This design comes from an exercise in tuning for small area and a short achievable clock period on the open sky130 flow, not from production work.
Function was checked by simulation only, so behaviour that the tests miss may differ from the original.
Power figures rest on the tool's default switching activity, not on a simulated workload.

lane 4:
## Mesh
module Mesh(
  input         clock,
  input  [7:0]  io_in_a_0_0,
  input  [7:0]  io_in_a_1_0,
  input  [7:0]  io_in_a_2_0,
  input  [7:0]  io_in_a_3_0,
  input  [7:0]  io_in_a_4_0,
  input  [7:0]  io_in_a_5_0,
  input  [7:0]  io_in_a_6_0,
  input  [7:0]  io_in_a_7_0,
  input  [19:0] io_in_b_0_0,
  input  [19:0] io_in_b_1_0,
  input  [19:0] io_in_b_2_0,
  input  [19:0] io_in_b_3_0,
  input  [19:0] io_in_b_4_0,
  input  [19:0] io_in_b_5_0,
  input  [19:0] io_in_b_6_0,
  input  [19:0] io_in_b_7_0,
  input  [19:0] io_in_d_0_0,
  input  [19:0] io_in_d_1_0,
  input  [19:0] io_in_d_2_0,
  input  [19:0] io_in_d_3_0,
  input  [19:0] io_in_d_4_0,
  input  [19:0] io_in_d_5_0,
  input  [19:0] io_in_d_6_0,
  input  [19:0] io_in_d_7_0,
  input         io_in_control_0_0_dataflow,
  input         io_in_control_0_0_propagate,
  input  [4:0]  io_in_control_0_0_shift,
  input         io_in_control_1_0_dataflow,
  input         io_in_control_1_0_propagate,
  input  [4:0]  io_in_control_1_0_shift,
  input         io_in_control_2_0_dataflow,
  input         io_in_control_2_0_propagate,
  input  [4:0]  io_in_control_2_0_shift,
  input         io_in_control_3_0_dataflow,
  input         io_in_control_3_0_propagate,
  input  [4:0]  io_in_control_3_0_shift,
  input         io_in_control_4_0_dataflow,
  input         io_in_control_4_0_propagate,
  input  [4:0]  io_in_control_4_0_shift,
  input         io_in_control_5_0_dataflow,
  input         io_in_control_5_0_propagate,
  input  [4:0]  io_in_control_5_0_shift,
  input         io_in_control_6_0_dataflow,
  input         io_in_control_6_0_propagate,
  input  [4:0]  io_in_control_6_0_shift,
  input         io_in_control_7_0_dataflow,
  input         io_in_control_7_0_propagate,
  input  [4:0]  io_in_control_7_0_shift,
  input  [2:0]  io_in_id_0_0,
  input  [2:0]  io_in_id_1_0,
  input  [2:0]  io_in_id_2_0,
  input  [2:0]  io_in_id_3_0,
  input  [2:0]  io_in_id_4_0,
  input  [2:0]  io_in_id_5_0,
  input  [2:0]  io_in_id_6_0,
  input  [2:0]  io_in_id_7_0,
  input         io_in_last_0_0,
  input         io_in_last_1_0,
  input         io_in_last_2_0,
  input         io_in_last_3_0,
  input         io_in_last_4_0,
  input         io_in_last_5_0,
  input         io_in_last_6_0,
  input         io_in_last_7_0,
  input         io_in_valid_0_0,
  input         io_in_valid_1_0,
  input         io_in_valid_2_0,
  input         io_in_valid_3_0,
  input         io_in_valid_4_0,
  input         io_in_valid_5_0,
  input         io_in_valid_6_0,
  input         io_in_valid_7_0,
  output [19:0] io_out_b_0_0,
  output [19:0] io_out_b_1_0,
  output [19:0] io_out_b_2_0,
  output [19:0] io_out_b_3_0,
  output [19:0] io_out_b_4_0,
  output [19:0] io_out_b_5_0,
  output [19:0] io_out_b_6_0,
  output [19:0] io_out_b_7_0,
  output [19:0] io_out_c_0_0,
  output [19:0] io_out_c_1_0,
  output [19:0] io_out_c_2_0,
  output [19:0] io_out_c_3_0,
  output [19:0] io_out_c_4_0,
  output [19:0] io_out_c_5_0,
  output [19:0] io_out_c_6_0,
  output [19:0] io_out_c_7_0,
  output        io_out_valid_0_0,
  output        io_out_control_0_0_dataflow,
  output [2:0]  io_out_id_0_0,
  output        io_out_last_0_0
);
Size: roughly 100000 cells after synthesis, ~810 I/O pins, ~0.58 mm^2 of cells after synthesis.
clock: 8.5 ns
lec_check: 0
abc_area: 1
cap_margin: 20
core_margin: 2
core_utilization: 45
setup_slack_margin: 5.0
slew_margin: 20
standard.sh (not shown) runs the stock make flow with config.mk's settings and CLKGATE_MAP_FILE= SYNTH_SCRIPT=/design/flow/synth_recipe.tcl, a recipe that flattens the netlist after the stock synthesis.
==> flow/flow/run.sh <==
#!/bin/bash
# Layout flow: the standard flow (standard.sh, all steps) with these make settings:
#  - SYNTH_ARGS=-noabc: no generic ABC pass before the final technology mapping
#  - ADDER_MAP_FILE empty: Yosys does not extract full/half adders into the library's
#    adder cells (which are slow); ABC maps the adder trees from plain gates
#    (registers and their names are unchanged)
#  - port buffers are buf_4 cells (BUFFER_PORTS_ARGS)
#  - sizing may change a cell's footprint (MATCH_CELL_FOOTPRINT=0)
#  - up to 10 antenna repair rounds after detailed routing (MAX_REPAIR_ANTENNAS_ITER_DRT)
# standard.sh's full output goes to standard.log here; ORFS's own logs are under orfs/logs.
set -euo pipefail
bash standard.sh \
  SYNTH_ARGS=-noabc \
  ADDER_MAP_FILE= \
  MATCH_CELL_FOOTPRINT=0 \
  "BUFFER_PORTS_ARGS=-buffer_cell sky130_fd_sc_hd__buf_4" \
  MAX_REPAIR_ANTENNAS_ITER_DRT=10 \
  finish > standard.log 2>&1
Edits applied to the flow inputs when going from lane 4 to lane 2:
diff --git a/flow/design.v b/flow/design.v
--- a/flow/design.v
+++ b/flow/design.v
@@ -175,24 +175,25 @@
 endmodule
 module PE_256(
   input         clock,
   input  [11:0] io_in_a,    
   input  [19:0] io_in_b,
   input  [19:0] io_in_d,
   input         io_in_control_dataflow,
   input         io_in_control_propagate,
   input         io_in_valid,
   input         io_next_valid,
   input         io_next_dataflow,
   input         io_next_propagate,
+  input         io_swap,       
   input  [4:0]  io_next_shift,
   input  [7:0]  io_next_b,
   output [19:0] io_out_b,
   output [19:0] io_out_c
 );
   reg  [19:0] sel;
   reg  [19:0] oth;
   reg  [7:0]  mb;
   reg  [4:0]  s;
   reg         acc;
   reg         last_s;
   wire        df   = io_in_control_dataflow;
@@ -206,49 +207,50 @@
   );
   wire signed [20:0] z = $signed({sel, 1'b0}) >>> s;    
   wire [18:0] below;                                   
   genvar j;
   generate
     for (j = 0; j < 19; j = j + 1) begin : m
       assign below[j] = sel[j] & (s >= j + 2);
     end
   endgenerate
   wire        rnd = z[0] & ((|below) | z[1]);
   assign io_out_c = z[20:1] + {19'd0, rnd};
   assign io_out_b = df ? mac : io_in_b;
-  wire        swap     = io_next_propagate ^ prop;
+  wire        swap     = io_swap;
   wire        last_s_next = io_in_valid ? prop : last_s;
   wire [19:0] sel_new  = io_in_valid ? io_in_d : sel;
   wire [19:0] sel_nm   = swap ? oth : sel_new;    
   wire [19:0] oth_nm   = swap ? sel_new : oth;    
   wire        oth_mac  = ~swap & acc;
   wire        mb_mac   = io_next_dataflow & ~swap & acc;
   wire [7:0]  mb_nm    = io_next_dataflow ? oth_nm[7:0] : io_next_b;
   always @(posedge clock) begin
     sel    <= (swap & acc) ? mac : sel_nm;
     oth    <= oth_mac ? mac : oth_nm;
     mb     <= mb_mac ? mac[7:0] : mb_nm;
     s      <= (~io_next_dataflow & (last_s_next ^ io_next_propagate)) ? io_next_shift : 5'd0;
     acc    <= io_next_valid & ~io_next_dataflow;
     last_s <= last_s_next;
   end
 endmodule
-module Tile(
+module Tile #(parameter FIRST = 0) (
   input         clock,
   input  [11:0] io_in_a,    
   input  [19:0] io_in_b,
   input  [7:0]  io_in_b_reg,
   input  [19:0] io_in_d,
   input         io_in_dataflow,
   input         io_in_propagate,
+  input         io_in_propagate_above,
   input  [4:0]  io_in_shift,
   input         io_in_valid,
   output [11:0] io_out_a,
   output [19:0] io_out_b,
   output [7:0]  io_out_b_reg,
   output [19:0] io_out_c,
   output        io_out_dataflow,
   output        io_out_propagate,
   output [4:0]  io_out_shift,
   output        io_out_valid
 );
   reg [11:0] in_a;
@@ -258,35 +260,46 @@
   reg        in_propagate;
   reg [4:0]  in_shift;
   reg        in_valid;
   always @(posedge clock) begin
     in_a         <= io_in_a;
     in_b         <= io_in_b;
     in_d         <= io_in_d;
     in_dataflow  <= io_in_dataflow;
     in_propagate <= io_in_propagate;
     in_shift     <= io_in_shift;
     in_valid     <= io_in_valid;
   end
+  wire swap;
+  generate
+    if (FIRST) begin : swap_now
+      assign swap = io_in_propagate ^ in_propagate;
+    end else begin : swap_early
+      reg swap_r;
+      always @(posedge clock) swap_r <= io_in_propagate_above ^ io_in_propagate;
+      assign swap = swap_r;
+    end
+  endgenerate
   PE_256 pe (
     .clock                  (clock),
     .io_in_a                (in_a),
     .io_in_b                (in_b),
     .io_in_d                (in_d),
     .io_in_control_dataflow (in_dataflow),
     .io_in_control_propagate(in_propagate),
     .io_in_valid            (in_valid),
     .io_next_valid          (io_in_valid),
     .io_next_dataflow       (io_in_dataflow),
     .io_next_propagate      (io_in_propagate),
+    .io_swap                (swap),
     .io_next_shift          (io_in_shift),
     .io_next_b              (io_in_b_reg),
     .io_out_b               (io_out_b),
     .io_out_c               (io_out_c)
   );
   assign io_out_a         = in_a;
   assign io_out_b_reg     = in_b[7:0];
   assign io_out_dataflow  = in_dataflow;
   assign io_out_propagate = in_propagate;
   assign io_out_shift     = in_shift;
   assign io_out_valid     = in_valid;
 endmodule
@@ -453,32 +466,33 @@
   assign v_v[6] = io_in_valid_6_0;
   assign b_v[20*7+:20] = io_in_b_7_0;
   assign bp_v[8*7+:8] = io_in_b_7_0[7:0];
   assign d_v[20*7+:20] = io_in_d_7_0;
   assign df_v[7] = io_in_control_7_0_dataflow;
   assign pr_v[7] = io_in_control_7_0_propagate;
   assign sh_v[5*7+:5] = io_in_control_7_0_shift;
   assign v_v[7] = io_in_valid_7_0;
   genvar r, c;
   generate
     for (r = 0; r < N; r = r + 1) begin : row
       for (c = 0; c < N; c = c + 1) begin : col
-        Tile t (
+        Tile #(.FIRST(r == 0)) t (
           .clock         (clock),
           .io_in_a       (a_h[12*(r*(N+1)+c)+:12]),
           .io_in_b       (b_v[20*(r*N+c)+:20]),
           .io_in_b_reg   (bp_v[8*(r*N+c)+:8]),
           .io_in_d       (d_v[20*(r*N+c)+:20]),
           .io_in_dataflow(df_v[r*N+c]),
           .io_in_propagate(pr_v[r*N+c]),
+          .io_in_propagate_above(r == 0 ? 1'b0 : pr_v[((r == 0 ? 1 : r)-1)*N+c]),
           .io_in_shift   (sh_v[5*(r*N+c)+:5]),
           .io_in_valid   (v_v[r*N+c]),
           .io_out_a      (a_h[12*(r*(N+1)+c+1)+:12]),
           .io_out_b      (b_v[20*((r+1)*N+c)+:20]),
           .io_out_b_reg  (bp_v[8*((r+1)*N+c)+:8]),
           .io_out_c      (d_v[20*((r+1)*N+c)+:20]),
           .io_out_dataflow(df_v[(r+1)*N+c]),
           .io_out_propagate(pr_v[(r+1)*N+c]),
           .io_out_shift  (sh_v[5*((r+1)*N+c)+:5]),
           .io_out_valid  (v_v[(r+1)*N+c])
         );
       end
Results
- Summary of lane 2 over lane 4: global-route usage has decreased, power has increased, register-to-register slack has increased, slack of the critical path has increased, number of standard cells after synthesis has decreased.
- Sequential share of layout area, lane 4 and lane 2: higher on lane 2
- Switching part of the total power: lane 4 vs lane 2, no meaningful difference
- For lane 4, the end point of the critical path was io_out_b_1_0[2], unlike lane 2, where it was io_out_c_4_0[0].

==> afterwards: timing with drivers on the ports <==
The flow's constraints put no driver on any port. The routed layouts listed below were extracted and timed again, unchanged, in two steps.
Step 1: set_driving_cell puts a clkbuf_16 on clock and a buf_2 on each other input, an assumption about the parent block.
Step 2 adds t to the input delays and takes it off the output delays; t is the mean of the earliest and latest rising clock arrival at the registers after step 1. Input paths then give back, and output paths get back, about the clock's delay inside the block.
Slacks: ideal ports / drivers / drivers and shift; pairs: ideal ports / drivers.
| run | t, ns | setup WS [ns] | worst setup path at the end | clock arrival spread, ns |
|---|---|---|---|---|
| lane 4 | 1.392 | 5.026 / 4.865 / 4.010 | input to register | 0.125 / 0.126 |
| lane 2 | 1.388 | 5.115 / 4.936 / 4.023 | input to register | 0.092 / 0.091 |
After both steps every run listed still meets setup and hold. The setup slack of lane 2, which loses most, moves by -0.179 ns with the drivers and by -1.092 ns with both steps.
